Context: an optimization exercise on an open-source flow, tuned for small area. The choices shown serve that exercise and are no tape-out recipe. Only simulation tests tie the RTL to the original design; equivalence was not proved. Power figures rest on the tool's default switching activity, not on a simulated workload.

==> design/flow/config.mk <==
export PLATFORM = sky130hd
export DESIGN_NAME = simondicefinal
export DESIGN_NICKNAME = simondicefinal
export VERILOG_FILES = /design/flow/design.v
export SDC_FILE = /design/flow/constraint.sdc
export NUM_CORES = 4
export LEC_CHECK = 0
export CAP_MARGIN = 20
export CORE_MARGIN = 2
export CORE_UTILIZATION = 40
export SLEW_MARGIN = 20
==> design/flow/constraint.sdc <==
create_clock -name core_clock -period 10.0 [get_ports {clk}]
set_input_delay 2.0000 -clock core_clock [delete_from_list [all_inputs] [get_ports {clk}]]
set_output_delay 2.0000 -clock core_clock [all_outputs]
set_load 0.01 [all_outputs]
==> design/flow/design.v <==
module ckDiv(
    input clkin,
    input rst,
    output reg clkout
);
reg [31:0] countp;
always @(posedge clkin) begin
    if (rst) begin
        countp <= 0;
        clkout <= 0;
    end
    else if (countp < 3) begin
        countp <= countp + 1;
        clkout <= 0;
    end
    else begin
        clkout <= 1;
        countp <= 0;
    end
end
endmodule
module Simon(
    input clk,
    input tick,
    input rst,
    input gen,
    input in1,
    input in2,
    input in3,
    input in4,
    output reg rgen,
    output reg led1,
    output reg led2,
    output reg led3,
    output reg led4,
    output reg win,
    output reg lose
);
reg [7:0] cs;
reg [7:0] ns;
reg [31:0] counter, counterP, timer, timerP, timerOFF, timerOFFP;
reg [2:0] reg1, reg2, reg3, reg4, leds;
reg [2:0] reg1_q, reg2_q, reg3_q, reg4_q, leds_q;
reg rgen_q, led1_q, led2_q, led3_q, led4_q, win_q, lose_q;
always @ (posedge clk) begin
    if(rst)
        cs <= 8'd0;
    else if (tick)
        cs <= ns;
end
always @ (*) begin
    case(cs)
        8'd0: ns = 8'd1;
        8'd1: begin
            if (counter > 32'd160)
                ns = 8'd2;
            else if(gen && reg1 == 0)
                ns = 8'd3;
            else if(gen && reg2 == 0)
                ns = 8'd4;
            else if(gen && reg3 == 0)
                ns = 8'd5;
            else if(gen && reg4 == 0)
                ns = 8'd6;
            else
                ns = 8'd1;
        end
        8'd2: ns = 8'd1;
        8'd3: begin
            if(timer > 15)
                ns = 8'd2;
            else
                ns = 8'd3;
        end
        8'd4: begin
            if(timer > 15)
                ns = 8'd2;
            else
                ns = 8'd4;
        end
        8'd5: begin
            if(timer > 15)
                ns = 8'd2;
            else
                ns = 8'd5;
        end
        8'd6: begin
            if(timer > 15)
                ns = 8'd7;
            else
                ns = 8'd6;
        end
        8'd7: ns = 8'd8;
        8'd8: begin
            if(timer > 15)
                ns = 8'd9;
            else if(in1 == 1 || in2 == 1 || in3 == 1 || in4 == 1)
                ns = 8'd14;
            else
                ns = 8'd8;
        end
        8'd9: begin
            if(timerOFF > 15) begin
                case(leds)
                    3'd1: ns = 8'd10;
                    3'd2: ns = 8'd11;
                    3'd3: ns = 8'd12;
                    default: ns = 8'd0;
                endcase
            end
            else
                ns = 8'd9;
        end
        8'd10: begin
            if(timer > 15)
                ns = 8'd9;
            else if(in1 == 1 || in2 == 1 || in3 == 1 || in4 == 1)
                ns = 8'd14;
            else
                ns = 8'd10;
        end
        8'd11: begin
            if(timer > 15)
                ns = 8'd9;
            else if(in1 == 1 || in2 == 1 || in3 == 1 || in4 == 1)
                ns = 8'd14;
            else
                ns = 8'd11;
        end
        8'd12: begin
            if(timer > 15)
                ns = 8'd13;
            else if(in1 == 1 || in2 == 1 || in3 == 1 || in4 == 1)
                ns = 8'd14;
            else
                ns = 8'd12;
        end
        8'd13: begin
            if(timerOFF > 15)
                ns = 8'd7;
            else
                ns = 8'd13;
        end
        8'd14: begin
            case(reg1)
                3'd1: ns = in1 ? 8'd15 : 8'd16;
                3'd2: ns = in2 ? 8'd15 : 8'd16;
                3'd3: ns = in3 ? 8'd15 : 8'd16;
                3'd4: ns = in4 ? 8'd15 : 8'd16;
                default: ns = 8'd0;
            endcase
        end
        8'd15: begin
            if(in1 == 0 && in2 == 0 && in3 == 0 && in4 == 0)
                ns = 8'd17;
            else
                ns = 8'd15;
        end
        8'd16: ns = 8'd16;
        8'd17: begin
            if(in1 == 0 && in2 == 0 && in3 == 0 && in4 == 0)
                ns = 8'd17;
            else
                ns = 8'd18;
        end
        8'd18: ns = 8'd19;
        8'd19: begin
            case(reg2)
                3'd1: ns = (in1 == 1 && in2 == 0 && in3 == 0 && in4 == 0) ? 8'd20 : 8'd16;
                3'd2: ns = (in1 == 0 && in2 == 1 && in3 == 0 && in4 == 0) ? 8'd20 : 8'd16;
                3'd3: ns = (in1 == 0 && in2 == 0 && in3 == 1 && in4 == 0) ? 8'd20 : 8'd16;
                3'd4: ns = (in1 == 0 && in2 == 0 && in3 == 0 && in4 == 1) ? 8'd20 : 8'd16;
                default: ns = 8'd17;
            endcase
        end
        8'd20: begin
            if(in1 == 0 && in2 == 0 && in3 == 0 && in4 == 0)
                ns = 8'd21;
            else
                ns = 8'd20;
        end
        8'd21: begin
            if(in1 == 0 && in2 == 0 && in3 == 0 && in4 == 0)
                ns = 8'd21;
            else
                ns = 8'd22;
        end
        8'd22: ns = 8'd23;
        8'd23: begin
            case(reg3)
                3'd1: ns = (in1 == 1 && in2 == 0 && in3 == 0 && in4 == 0) ? 8'd24 : 8'd16;
                3'd2: ns = (in1 == 0 && in2 == 1 && in3 == 0 && in4 == 0) ? 8'd24 : 8'd16;
                3'd3: ns = (in1 == 0 && in2 == 0 && in3 == 1 && in4 == 0) ? 8'd24 : 8'd16;
                3'd4: ns = (in1 == 0 && in2 == 0 && in3 == 0 && in4 == 1) ? 8'd24 : 8'd16;
                default: ns = 8'd17;
            endcase
        end
        8'd24: begin
            if(in1 == 0 && in2 == 0 && in3 == 0 && in4 == 0)
                ns = 8'd25;
            else
                ns = 8'd24;
        end
        8'd25: begin
            if(in1 == 0 && in2 == 0 && in3 == 0 && in4 == 0)
                ns = 8'd25;
            else
                ns = 8'd26;
        end
        8'd26: ns = 8'd27;
        8'd27: begin
            case(reg4)
                3'd1: ns = (in1 == 1 && in2 == 0 && in3 == 0 && in4 == 0) ? 8'd28 : 8'd16;
                3'd2: ns = (in1 == 0 && in2 == 1 && in3 == 0 && in4 == 0) ? 8'd28 : 8'd16;
                3'd3: ns = (in1 == 0 && in2 == 0 && in3 == 1 && in4 == 0) ? 8'd28 : 8'd16;
                3'd4: ns = (in1 == 0 && in2 == 0 && in3 == 0 && in4 == 1) ? 8'd28 : 8'd16;
                default: ns = 8'd17;
            endcase
        end
        8'd28: ns = 8'd29;
        8'd29: ns = 8'd29;
        default: ns = 8'd0;
    endcase
end
always @ (*) begin
    counterP = counter;
    timerP = timer;
    timerOFFP = timerOFF;
    reg1 = reg1_q;
    reg2 = reg2_q;
    reg3 = reg3_q;
    reg4 = reg4_q;
    leds = leds_q;
    rgen = rgen_q;
    led1 = led1_q;
    led2 = led2_q;
    led3 = led3_q;
    led4 = led4_q;
    win = win_q;
    lose = lose_q;
    case(cs)
    8'd0: begin
        counterP = 0;
        timerP = 0;
        reg1 = 0;
        reg2 = 0;
        reg3 = 0;
        reg4 = 0;
        led1 = 0;
        led2 = 0;
        led3 = 0;
        led4 = 0;
        rgen = 0;
        win = 0;
        lose = 0;
    end
    8'd1: begin
        counterP = counter + 1;
        rgen = 1;
    end
    8'd2: begin
        timerP = 0;
        counterP = 0;
        rgen = 0;
    end
    8'd3: begin
        timerP = timer + 1;
        reg1 = (counter%4)+1;
        rgen = 1;
    end
    8'd4: begin
        timerP = timer + 1;
        reg2 = (counter%4)+1;
        rgen = 1;
    end
    8'd5: begin
        timerP = timer + 1;
        reg3 = (counter%4)+1;
        rgen = 1;
    end
    8'd6: begin
        timerP = timer + 1;
        reg4 = (counter%4)+1;
        rgen = 1;
    end
    8'd7: begin
        rgen = 0;
        timerP = 0;
        leds = 3'd0;
    end
    8'd8: begin
        timerP = timer + 1;
        timerOFFP = 0;
        leds = 3'd1;
        case(reg1)
            3'd1: led1 = 1;
            3'd2: led2 = 1;
            3'd3: led3 = 1;
            3'd4: led4 = 1;
            default: led1 = 1;
        endcase
    end
    8'd9: begin
        timerP = 0;
        timerOFFP = timerOFF + 1;
        led1 = 0;
        led2 = 0;
        led3 = 0;
        led4 = 0;
    end
    8'd10: begin
        timerP = timer + 1;
        timerOFFP = 0;
        leds = 3'd2;
        case(reg2)
            3'd1: led1 = 1;
            3'd2: led2 = 1;
            3'd3: led3 = 1;
            3'd4: led4 = 1;
            default: led1 = 1;
        endcase
    end
    8'd11: begin
        timerP = timer + 1;
        timerOFFP = 0;
        leds = 3'd3;
        case(reg3)
            3'd1: led1 = 1;
            3'd2: led2 = 1;
            3'd3: led3 = 1;
            3'd4: led4 = 1;
            default: led1 = 1;
        endcase
    end
    8'd12: begin
        timerP = timer + 1;
        timerOFFP = 0;
        case(reg4)
            3'd1: led1 = 1;
            3'd2: led2 = 1;
            3'd3: led3 = 1;
            3'd4: led4 = 1;
            default: led1 = 1;
        endcase
    end
    8'd13: begin
        timerOFFP = timerOFF + 1;
        rgen = 1;
        led1 = 0;
        led2 = 0;
        led3 = 0;
        led4 = 0;
    end
    8'd14: begin
        rgen = 0;
        timerP = 0;
    end
    8'd15: begin
        case(reg1)
            3'd1: led1 = 1;
            3'd2: led2 = 1;
            3'd3: led3 = 1;
            3'd4: led4 = 1;
            default: led1 = 1;
        endcase
    end
    8'd16: lose = 1;
    8'd18: begin
        led1 = 0;
        led2 = 0;
        led3 = 0;
        led4 = 0;
    end
    8'd20: begin
        case(reg2)
            3'd1: led1 = 1;
            3'd2: led2 = 1;
            3'd3: led3 = 1;
            3'd4: led4 = 1;
            default: led1 = 1;
        endcase
    end
    8'd23: begin
        led1 = 0;
        led2 = 0;
        led3 = 0;
        led4 = 0;
    end
    8'd24: begin
        case(reg3)
            3'd1: led1 = 1;
            3'd2: led2 = 1;
            3'd3: led3 = 1;
            3'd4: led4 = 1;
            default: led1 = 1;
        endcase
    end
    8'd27: begin
        case(reg4)
            3'd1: led1 = 1;
            3'd2: led2 = 1;
            3'd3: led3 = 1;
            3'd4: led4 = 1;
            default: led1 = 1;
        endcase
    end
    8'd29: begin
        win = 1;
        led1 = 1;
        led2 = 1;
        led3 = 1;
        led4 = 1;
    end
    default: led1 = 1;
    endcase
end
always @ (posedge clk) begin
    if (tick) begin
        counter <= counterP;
        timer <= timerP;
        timerOFF <= timerOFFP;
        reg1_q <= reg1;
        reg2_q <= reg2;
        reg3_q <= reg3;
        reg4_q <= reg4;
        leds_q <= leds;
        rgen_q <= rgen;
        led1_q <= led1;
        led2_q <= led2;
        led3_q <= led3;
        led4_q <= led4;
        win_q <= win;
        lose_q <= lose;
    end
end
endmodule
module DIG_Counter_Nbit
#(
    parameter Bits = 2
)
(
    output [(Bits-1):0] out,
    output ovf,
    input C,
    input rst,
    input ce,
    input en,
    input clr
);
    reg [(Bits-1):0] count;
    always @ (posedge C) begin
        if (rst)
            count <= 'h0;
        else if (ce) begin
            if (clr)
                count <= 'h0;
            else if (en)
                count <= count + 1'b1;
        end
    end
    assign out = count;
    assign ovf = en? &count : 1'b0;
endmodule
module NoteSelector
(
    input cdo,
    input cre,
    input cmi,
    input cfa,
    input csol,
    input cla,
    input bdo,
    input bre,
    input bmi,
    input bfa,
    input bsol,
    input bla,
    output reg cout,
    output eni
);
  assign eni = bdo | bre | bmi | bfa | bsol | bla;
  always @ (*) begin
       cout = 1'b0;
       if (bdo) begin
          cout = cdo;
       end
       else if(bre) begin
          cout = cre;
       end
       else if(bmi) begin
          cout = cmi;
       end
       else if(bfa) begin
          cout = cfa;
       end
       else if(bsol) begin
          cout = csol;
       end
       else if(bla) begin
          cout = cla;
       end
  end
endmodule
module CompUnsigned #(
    parameter Bits = 1
)
(
    input [(Bits -1):0] a,
    input [(Bits -1):0] b,
    output gt,
    output eq,
    output lt
);
    assign gt = a > b;
    assign eq = a == b;
    assign lt = a < b;
endmodule
module DIG_ROM_32X4 (
    input [4:0] A,
    input sel,
    output reg [3:0] D
);
    always @ (*) begin
        case (A)
            5'd0: D = 4'h8;
            5'd1: D = 4'h9;
            5'd2: D = 4'ha;
            5'd3: D = 4'hc;
            5'd4: D = 4'hd;
            5'd5: D = 4'he;
            5'd6: D = 4'hf;
            5'd7: D = 4'hf;
            5'd8: D = 4'hf;
            5'd9: D = 4'hf;
            5'd10: D = 4'he;
            5'd11: D = 4'hd;
            5'd12: D = 4'hc;
            5'd13: D = 4'hb;
            5'd14: D = 4'ha;
            5'd15: D = 4'h8;
            5'd16: D = 4'h7;
            5'd17: D = 4'h5;
            5'd18: D = 4'h4;
            5'd19: D = 4'h3;
            5'd20: D = 4'h2;
            5'd21: D = 4'h1;
            5'd22: D = 4'h0;
            5'd23: D = 4'h0;
            5'd24: D = 4'h0;
            5'd25: D = 4'h0;
            5'd26: D = 4'h1;
            5'd27: D = 4'h2;
            5'd28: D = 4'h3;
            5'd29: D = 4'h5;
            5'd30: D = 4'h6;
            default: D = 4'h8;
        endcase
        if (~sel)
            D = 4'h0;
    end
endmodule
module simondicefinal (
  input rst,
  input clk,
  input gen,
  input in1,
  input in2,
  input in3,
  input in4,
  output rgen,
  output led1,
  output led2,
  output led3,
  output led4,
  output win,
  output lose,
  output [3:0] oute  
);
  wire s0;
  wire s1;
  wire s2;
  wire ndo;
  wire re;
  wire mi;
  wire fa;
  wire win_temp;
  wire lose_temp;
  wire [4:0] s4;
  wire eni;
  wire cout;
  reg cout_q;
  wire clk_divdo;
  wire [31:0] s5;
  wire clk_divre;
  wire [31:0] s6;
  wire clk_divmi;
  wire [31:0] s7;
  wire clk_divfa;
  wire [31:0] s8;
  wire clk_divsol;
  wire [31:0] s9;
  wire clk_divla;
  wire [31:0] s10;
  assign s1 = ~ rst;
  assign s2 = ~ gen;
  assign ndo = ~ in1;
  assign re = ~ in2;
  assign mi = ~ in3;
  assign fa = ~ in4;
  ckDiv ckDiv_i1 (
    .clkin( clk ),
    .rst( s1 ),
    .clkout( s0 )
  );
  Simon Simon_i2 (
    .clk( clk ),
    .tick( s0 ),
    .rst( s1 ),
    .gen( s2 ),
    .in1( ndo ),
    .in2( re ),
    .in3( mi ),
    .in4( fa ),
    .rgen( rgen ),
    .led1( led1 ),
    .led2( led2 ),
    .led3( led3 ),
    .led4( led4 ),
    .win( win_temp ),
    .lose( lose_temp )
  );
  DIG_Counter_Nbit #(
    .Bits(32)
  )
  DIG_Counter_Nbit_i3 (
    .en( 1'b1 ),
    .C( clk ),
    .rst( s1 ),
    .ce( s0 ),
    .clr( clk_divdo ),
    .out( s5 )
  );
  DIG_Counter_Nbit #(
    .Bits(32)
  )
  DIG_Counter_Nbit_i4 (
    .en( 1'b1 ),
    .C( clk ),
    .rst( s1 ),
    .ce( s0 ),
    .clr( clk_divre ),
    .out( s6 )
  );
  DIG_Counter_Nbit #(
    .Bits(32)
  )
  DIG_Counter_Nbit_i5 (
    .en( 1'b1 ),
    .C( clk ),
    .rst( s1 ),
    .ce( s0 ),
    .clr( clk_divmi ),
    .out( s7 )
  );
  DIG_Counter_Nbit #(
    .Bits(32)
  )
  DIG_Counter_Nbit_i6 (
    .en( 1'b1 ),
    .C( clk ),
    .rst( s1 ),
    .ce( s0 ),
    .clr( clk_divfa ),
    .out( s8 )
  );
  DIG_Counter_Nbit #(
    .Bits(32)
  )
  DIG_Counter_Nbit_i7 (
    .en( 1'b1 ),
    .C( clk ),
    .rst( s1 ),
    .ce( s0 ),
    .clr( clk_divsol ),
    .out( s9 )
  );
  DIG_Counter_Nbit #(
    .Bits(32)
  )
  DIG_Counter_Nbit_i8 (
    .en( 1'b1 ),
    .C( clk ),
    .rst( s1 ),
    .ce( s0 ),
    .clr( clk_divla ),
    .out( s10 )
  );
  NoteSelector NoteSelector_i9 (
    .cdo( clk_divdo ),
    .cre( clk_divre ),
    .cmi( clk_divmi ),
    .cfa( clk_divfa ),
    .csol( clk_divsol ),
    .cla( clk_divla ),
    .bdo( ndo ),
    .bre( re ),
    .bmi( mi ),
    .bfa( fa ),
    .bsol( win_temp ),
    .bla( lose_temp ),
    .cout( cout ),
    .eni( eni )
  );
  always @(posedge clk) begin
    if (s1)
      cout_q <= 1'b0;
    else
      cout_q <= cout;
  end
  DIG_Counter_Nbit #(
    .Bits(5)
  )
  DIG_Counter_Nbit_i10 (
    .en( eni ),
    .C( clk ),
    .rst( s1 ),
    .ce( cout & ~cout_q ),
    .clr( 1'b0 ),
    .out( s4 )
  );
  CompUnsigned #(
    .Bits(32)
  )
  CompUnsigned_i11 (
    .a( 32'b1011101010100 ),
    .b( s5 ),
    .eq( clk_divdo )
  );
  CompUnsigned #(
    .Bits(32)
  )
  CompUnsigned_i12 (
    .a( 32'b1001001011011 ),
    .b( s6 ),
    .eq( clk_divre )
  );
  CompUnsigned #(
    .Bits(32)
  )
  CompUnsigned_i13 (
    .a( 32'b1001010000100 ),
    .b( s7 ),
    .eq( clk_divmi )
  );
  CompUnsigned #(
    .Bits(32)
  )
  CompUnsigned_i14 (
    .a( 32'b1000101111010 ),
    .b( s8 ),
    .eq( clk_divfa )
  );
  CompUnsigned #(
    .Bits(32)
  )
  CompUnsigned_i15 (
    .a( 32'b111110010010 ),
    .b( s9 ),
    .eq( clk_divsol )
  );
  CompUnsigned #(
    .Bits(32)
  )
  CompUnsigned_i16 (
    .a( 32'b110111011111 ),
    .b( s10 ),
    .eq( clk_divla )
  );
  DIG_ROM_32X4 DIG_ROM_32X4_i17 (
    .A( s4 ),
    .sel( 1'b1 ),
    .D( oute )
  );
  assign win = win_temp;
  assign lose = lose_temp;
endmodule
==> design/flow/run.sh <==
#!/bin/bash
# synth_recipe.tcl (not shown) runs the flow's synth.tcl, then flattens the netlist and writes it again
# the make line also repeats each setting of config.mk as NAME=value (left out here)
make -C /OpenROAD-flow-scripts/flow DESIGN_CONFIG=/design/flow/config.mk WORK_HOME=/design/flow/orfs CLKGATE_MAP_FILE= SYNTH_SCRIPT=/design/flow/synth_recipe.tcl finish
==> summary.txt <==
### Outcome
- **run status** timing/DRC/antenna clean

### Power
- **power per unit of standard cell area** 160 mW/mm^2
- **Peak VDD IR** 0.142 mV
- **final total power** 3.25 mW
- **static power due to leakage** 7.16 nW

### Clock tree
- **clock tree root driver cell** sky130_fd_sc_hd__clkbuf_16
- **TritonCTS clock tree** built
- **CTS clk-pin slew, worst paths** 60 ps
- **cts-stage hold buffer count** 0
- **total CTS buffers** 42
- **clock tree buffer depth** 3
- **H-tree levels** 2
- **post-CTS sizing** 0
- **TritonCTS sink count** 358
- **post-CTS setup buffer count** 0
- **clock insertion delay at the later pin of the skew report** 550 ps

### Synthesis
- **FFs w/ async S/R, synth** 0%
- **Seq/Total Area, Yosys** 46.7%
- **post-synthesis compound-gate area fraction** 7.67%
- **post-synthesis xor/xnor area fraction** 12.7%
- **simple-gate portion of the synthesized area** 28.0%
- **flops & latches, synth** 358
- **multiplexer share of the synthesized area** 1.05%
- **Post-synth EDFFs** 118
- **post-synthesis instance area** 0.0179 sq mm
- **adder-cell area share of the yosys netlist** 1.61%
- **synthesized area divided by synthesized cell count** 9.00 sq um
- **Netlist cell types** 81
- **cell count after synthesis** 1987
- **most instantiated flip-flop cell in the synthesis netlist** sky130_fd_sc_hd__dfxtp_1
- **dominant combinational cell family by area after synthesis** simple AND/OR/NAND/NOR gates
- **count of yosys warnings during synthesis** 7

### Critical path
- **endpoint class of the critical path** output port
- **launching element type of the critical path** flop
- **Slowest cell on crit path** sky130_fd_sc_hd__clkdlybuf4s50_1
- **R2R setup slack** 5840 ps
- **critical path fanouts, max** 35
- **worst endpoint required time** 8000 ps
- **largest stage delay on the critical path** 580 ps
- **Arrival @ worst endpoint** 3550 ps
- **library cell appearing most often on the critical path** sky130_fd_sc_hd__a21oi_1
- **number of cells on the worst reg-to-reg path** 14
- **classification of the worst setup path** reg -> out
- **critical-path cell list** buf_4 -> nor2b_1 -> a22oi_1 -> nor2_1 -> nor4bb_1 -> a2111oi_0 -> o21ai_0 -> a21oi_1 -> a21oi_1 -> clkdlybuf4s50_1

### Timing
- **Post-Route Skew** 16.8 ps
- **final hold vios** 0
- **sum of negative setup slack** 0 ps
- **final setup vio count** 0
- **Period Utilization, post-route** 55.5%
- **smallest hold slack** 426 ps
- **clock period minus final worst setup slack** 5550 ps
- **highest achievable clock rate** 0.180 GHz
- **RSZ-0062 raised after global routing** no
- **Pins Over Slew Limit** 0
- **slew of the pin with the lowest slew margin** 982 ps
- **max-slew headroom at the worst pin** 33.9%

### Place
- **cell area reported after detailed placement** 0.0189 sq mm
- **Port Buffer Count** 17
- **Placer Congestion** 0.892
- **Detail Placement HPWL** 27000 um
- **number of placed instances, taps included** 2585

### Routing
- **mean routed wirelength per cell** 15.0 um
- **final routed wirelength across all metal layers** 39900 um
- **initial detailed-routing violation count** 1061
- **DRC Markers** 0
- **Via Count** 14.2k
- **antenna violation net count after detailed routing** 0
- **DR vias/cell** 5.34
- **Detailed Routing Iterations Pass 1** 7

### Global routing
- **total global routing track utilization** 17.0%
- **global-route wire length before repair** 66600 um
- **vias in the first global route** 13.5k
- **maximum number of pins on one net before global-route repair** 43
- **antenna violations before repair** 0
- **residual overflow from global routing** 0

### Finish
- **ant diodes** 0
- **top library cells by usage in the layout, fill and taps aside** sky130_fd_sc_hd__nor2_1 (356), sky130_fd_sc_hd__dfxtp_1 (239), sky130_fd_sc_hd__xor2_1 (184)
- **fin nets** 2069
- **post-layout instance count excluding filler cells** 2663
- **design area** 0.0203 sq mm
- **most common cell after layout, fill and taps aside** sky130_fd_sc_hd__nor2_1
- **share of post-route cells with drive strength above 1** 5.84%
- **area added between synthesis and finish** 13.6%

### Run
- **total of max-cap violations** 0

### Die
- **I/O Pins** 18
- **Horiz. Die Dim** 215 um
- **effective utilization at floorplan** 40.5%
- **core area** 0.0442 sq mm
- **die height** 215 um
- **number of standard-cell rows in the floorplan** 77
- **Die Area** 0.0464 sq mm

### Worst hold path
- **Hold Crit Depth** 1
- **class of the tightest hold or removal check** reg -> reg

[flip-flops by register name (all words and copies together), names as in the netlist, 4 cells and up]
| signal | count |
|---|---|
| DIG_Counter_Nbit_i5.count | 32 |
| DIG_Counter_Nbit_i3.count | 32 |
| DIG_Counter_Nbit_i8.count | 32 |
| DIG_Counter_Nbit_i10.count | 5 |
| Simon_i2.timerOFF | 32 |
| ckDiv_i1.countp | 32 |
| DIG_Counter_Nbit_i4.count | 32 |
| Simon_i2.timer | 32 |
| DIG_Counter_Nbit_i7.count | 32 |
| Simon_i2.cs | 5 |
| DIG_Counter_Nbit_i6.count | 32 |
| Simon_i2.counter | 32 |
| oute | 4 |
[power breakdown]
| group | switching (mW) | total (mW) | internal, mW |
|---|---|---|---|
| Sequential | 0.0359 | 1.58 | 1.54 |
| Clock | 0.601 | 1.51 | 0.908 |
| Combinational | 0.105 | 0.166 | 0.0611 |
| Total | 0.742 | 3.25 | 2.51 |
[path summary, 6_finish.rpt]
| check | startpoint | to |
|---|---|---|
| setup / recovery | Simon_i2.cs[0]$_SDFFE_PN0P_ | led2 |
| setup reg to reg | DIG_Counter_Nbit_i6.count[0]$_SDFFE_PN0P_ | oute[1]$_DFF_P_ |
| hold / removal | ckDiv_i1.countp[0]$_SDFF_PN0_ | ckDiv_i1.countp[0]$_SDFF_PN0_ |
| hold reg to reg | ckDiv_i1.countp[0]$_SDFF_PN0_ | ckDiv_i1.countp[0]$_SDFF_PN0_ |
[area by class of cell]
| cell class | instances | area, sq um |
|---|---|---|
| clock buffers | 59 | 1270 |
| clock inverters | 17 | 114 |
| fillers | 4232 | 23900 |
| inverters | 47 | 176 |
| multi-input cells | 1551 | 9330 |
| flip-flops and latches | 358 | 8350 |
| well taps | 592 | 741 |
| repair buffers | 39 | 350 |
[worst max-delay path: cells and delay by family (launching register included)]
kind,cells,cell delay (ps)
AO/OA/AOI/OAI,5,680
AND/OR/NAND/NOR,3,1060
buffers and inverters,2,930
flip-flops,1,300
[kinds of logic (layout without fill, tap and decap cells)]
| group | after synthesis | in the layout |
|---|---|---|
| adders and majority gates | 23 | 23 |
| buffers and inverters | 107 | 162 |
| AOI/OAI and AO/OA | 215 | 215 |
| xor gates and xnor gates | 260 | 260 |
| and+or+nand+nor | 1006 | 1006 |
| DFF | 358 | 358 |
| muxes | 17 | 17 |
| other | 1 | 30 |
[metrics by stage]
step	util, %	setup WS (ps)
floorplan	-	5250
global placement	42.8	4420
detailed placement	42.8	4320
CTS	45.9	4460
global route	46.0	4200
finish	46.0	4450
[synth_stat cells (all sizes together) (4+ instances only)]
cell | n | area, sq um
nor2 | 357 | 1340
dfxtp | 240 | 4800
xor2 | 184 | 1610
nand2 | 160 | 601
edfxtp | 118 | 3540
nand3 | 111 | 556
nand4 | 80 | 500
xnor2 | 76 | 666
nor4 | 63 | 428
o21ai | 62 | 310
and3 | 59 | 369
a21oi | 58 | 290
clkbuf | 46 | 173
inv | 46 | 173
nor3 | 42 | 215
or3 | 36 | 225
ha | 23 | 288
and4 | 18 | 160
mux2i | 15 | 154
nand2b | 15 | 93.8
nor2b | 15 | 93.8
buf | 14 | 53.8
nor4b | 14 | 138
a31oi | 12 | 75.1
and2 | 10 | 62.6
a22oi | 8 | 60.1
o22ai | 8 | 50.1
nor4bb | 7 | 70.1
a211oi | 6 | 50.1
a22o | 6 | 52.6
a32oi | 6 | 52.6
o31ai | 6 | 45.0
nor3b | 5 | 37.5
or2 | 5 | 33.8
a21o | 4 | 30.0
a311oi | 4 | 35.0
o22a | 4 | 35.0
[routing by layer]
layer,global-route usage (%),vias up,wire length [um]
met2,27.8,290,18300
met5,0,-,0
met1,22.7,6710,18800
li1,-,7145,-
met4,5.08,0,899
met3,3.33,77,1880

==> separate check: timing with driven ports <==
The results above use ideal ports. As a check the final layout listed here was re-extracted and re-timed, cells and wires unchanged. Step 1 (the two cells are an assumption about what drives the block):
set clk [get_ports {clk}]
set_driving_cell -lib_cell sky130_fd_sc_hd__clkbuf_16 $clk
set_driving_cell -lib_cell sky130_fd_sc_hd__buf_2 [delete_from_list [all_inputs] $clk]
Step 2 also shifts input and output timing later by t, the mid clock arrival at the registers, as if the neighbouring blocks saw the same clock. Slacks: no drivers / after step 1 / after step 2; pairs: no drivers / after step 1.
t (ns): 0.598
setup WS [ns]: 4.448 / 4.394 / 4.299
worst hold slack (ns): 0.426 / 0.426 / 0.426
clock arrival spread, ns: 0.018 / 0.018
pins driven straight from the clock port: 1
After both steps this run still meets setup and hold. The setup slack of this run moves by -0.054 ns with the drivers and by -0.149 ns with both steps.
